Context: an optimization exercise on an open-source flow, tuned for small area and a short achievable clock period. The choices shown serve that exercise and are no tape-out recipe.
Function was checked by simulation only, so behaviour that the tests miss may differ from the original.

red:
## cordic_cos
module cordic_cos (
    input  wire        clk,
    input  wire        rst,
    input  wire [31:0] angle_in,
    output reg  [31:0] cos_out,
    output reg  [31:0] sin_out
);
Settings: LEC_CHECK=0, CAP_MARGIN=20, CORE_MARGIN=2, CORE_UTILIZATION=40, SLEW_MARGIN=20; clock period 10.0 ns.
standard.sh (not shown) runs the stock make flow with config.mk's settings and CLKGATE_MAP_FILE= SYNTH_SCRIPT=/design/flow/synth_recipe.tcl, a recipe that flattens the netlist after the stock synthesis.
==> flow/flow/run.sh <==
#!/bin/bash
# The standard layout (standard.sh, with its config and SDC), with these changes:
# - synthesis runs ORFS's synth.tcl through flow/my_synth.tcl, which differs from
#   synth_recipe.tcl only in the ABC script: flow/abc_map.script (delay-driven
#   mapping) with the delay target in flow/abc_d.txt;
# - repair_timing aims for the setup margin in flow/margin.txt;
# - flow/make_args.txt: further ORFS variables, one per line (port buffer cell, ...).
# The clock period, SDC, reset and I/O constraints are the standard flow's own.
set -euo pipefail
W=$PWD
export MY_ABC_SCRIPT=$W/flow/abc_map.script
export MY_ABC_D=$(cat $W/flow/abc_d.txt)
M=$(cat $W/flow/margin.txt)
ARGS=()
while IFS= read -r line; do [ -n "$line" ] && ARGS+=("$line"); done < $W/flow/make_args.txt
bash $W/standard.sh SYNTH_SCRIPT=$W/flow/my_synth.tcl SETUP_SLACK_MARGIN=$M "${ARGS[@]}" \
  finish > $W/flow_standard.log 2>&1
==> flow/flow/abc_d.txt <==
1500
==> flow/flow/abc_map.script <==
strash
&get -n
&st
&dch
&nf
&put
buffer -c
topo
stime -c
upsize -c {D}
dnsize -c {D}
stime -c
==> flow/flow/make_args.txt <==
BUFFER_PORTS_ARGS=-buffer_cell sky130_fd_sc_hd__buf_1
CTS_ARGS=-sink_clustering_enable -repair_clock_nets -dont_use_dummy_load
==> flow/flow/margin.txt <==
6.6
==> flow/flow/my_synth.tcl <==
proc synth {args} { yosys synth -nofsm -noshare {*}$args }
proc abc {args} {
  set new {}
  set skip 0
  foreach a $args {
    if {$skip} { set skip 0; lappend new $::env(MY_ABC_SCRIPT); continue }
    if {$a eq "-script"} { set skip 1; lappend new $a; continue }
    lappend new $a
  }
  if {[info exists ::env(MY_ABC_D)]} {
    set i [lsearch $new -D]
    if {$i >= 0} { set new [lreplace $new $i [expr {$i+1}]] }
    lappend new -D $::env(MY_ABC_D)
  }
  puts "MY ABC: $new"
  yosys abc {*}$new
}
source $::env(SCRIPTS_DIR)/synth.tcl
# left out here: clear keep_hierarchy, flatten, clean up, hide names made inside functions, write 1_2_yosys.v
In summary, red completed successfully, with a layout that passed the timing, DRC and antenna checks.
--- input diff red..blue ---
==> flow/flow/abc_d.txt <==
2000
==> flow/flow/abc_map.script <==
strash
dch
map -B 0.9 {D}
topo
stime -c
buffer -c
upsize -c {D}
dnsize -c {D}
stime -c
==> flow/flow/margin.txt <==
6.5
### Flow results
Relative to red, the final cell area reported for blue is lower.
Required time of the critical path delta for blue relative to red: 0.04 ns lower
Against red as the reference, blue delivers a higher tap cell instance count.
Compared with red, blue shows number of nets in the finished design that has gone up by more than 10%.
A timing startpoint of the critical path of c[0] is what blue shows, while hx[2] belongs to red.
#### Input delta (green over blue)
# blue
export LEC_CHECK = 0
export CAP_MARGIN = 20
export CORE_MARGIN = 2
export CORE_UTILIZATION = 40
export SLEW_MARGIN = 20
create_clock -name core_clock -period 10.0 [get_ports {clk}]
# green
export LEC_CHECK = 0
export CAP_MARGIN = 20
export CORE_MARGIN = 2
export CORE_UTILIZATION = 45
export SLEW_MARGIN = 20
create_clock -name core_clock -period 10.0 [get_ports {clk}]
==> flow/flow/margin.txt <==
6.7
Against blue, wire length in green came out worse.
Diff blue -> green | share of the clock period used by the worst path after layout | decrease of 1.7 points
Clock buffer and inverter area fraction after layout essentially unchanged between blue and green.
Re number of nets in the final layout: green and blue aren't equal, and the lower value belongs to blue.
The final cell count in green sits 24 below the value recorded for blue.
Die outline area was higher in the run labelled blue.
Max non-clock buffer count across green and blue: green
Against blue, largest clock skew in the final design in green came out worse.
Cell area reported after detailed placement, green and blue: larger value in blue
Here is what was changed in the inputs of orange compared with green.
# green
export LEC_CHECK = 0
export CAP_MARGIN = 20
export CORE_MARGIN = 2
export CORE_UTILIZATION = 45
export SLEW_MARGIN = 20
create_clock -name core_clock -period 10.0 [get_ports {clk}]
# orange
export LEC_CHECK = 0
export CAP_MARGIN = 20
export CORE_MARGIN = 2
export CORE_UTILIZATION = 40
export SLEW_MARGIN = 20
create_clock -name core_clock -period 10.0 [get_ports {clk}]
==> flow/flow/margin.txt <==
7.0
[summary]
orange — routed length on met1 about 5% higher, green as reference
Site row count came out higher on orange than on green.
Between orange and green, the difference in residual antenna-violating net count after detailed routing is negligible.
When orange is measured against green, its amount of wire on met2 after detailed routing turns out 2700 um higher.
Delta (orange minus green): non-clock buffer count picked up an extra 91%; setup slack after layout picked up an extra 0.075 ns.
Relative to orange, the following input files were edited for purple:
==> flow/flow/margin.txt <==
6.2
Results
In the metrics for orange and purple, the one carrying the higher post-route fraction of the period consumed by the critical path is purple.
Average footprint of a synthesized cell came out exactly the same in orange and purple.
Relative to orange, number of buffer and inverter stages on the critical path has gone down in purple.
Re die outline area: no difference whatsoever between purple and orange.
Per the comparison of purple with orange, via count of the first global-routing pass went down about 8%, number of nets at the end of the flow went down 7.9%, final wirelength went down about 11%, area added between synthesis and finish went down 23 points.

## afterwards: timing with drivers on the ports
The results above use ideal ports. As a check the final layouts listed here were re-extracted and re-timed, cells and wires unchanged.
Step 1, drivers: a clkbuf_16 drives clk and a buf_2 each remaining input, both assumed.
Step 2, shift: input delay + t, output delay - t, t = (earliest + latest rising clock arrival at the registers) / 2. This alone moves slack from input paths to output paths.
Three values: no drivers, after step 1, after step 2; two values: the first two.
run | shift t [ns] | slack for setup (ns) | worst setup path after step 2 | pins driven straight from the clock port
red | 0.495 | 6.435 / 6.435 / 6.435 | register to register | 1
blue | 0.488 | 6.700 / 6.700 / 6.700 | register to register | 1
green | 0.503 | 6.866 / 6.866 / 6.866 | register to register | 1
orange | 0.496 | 6.941 / 6.941 / 6.941 | register to register | 1
purple | 0.497 | 6.391 / 6.391 / 6.391 | register to register | 1
After both steps setup and hold are still met in every run listed.
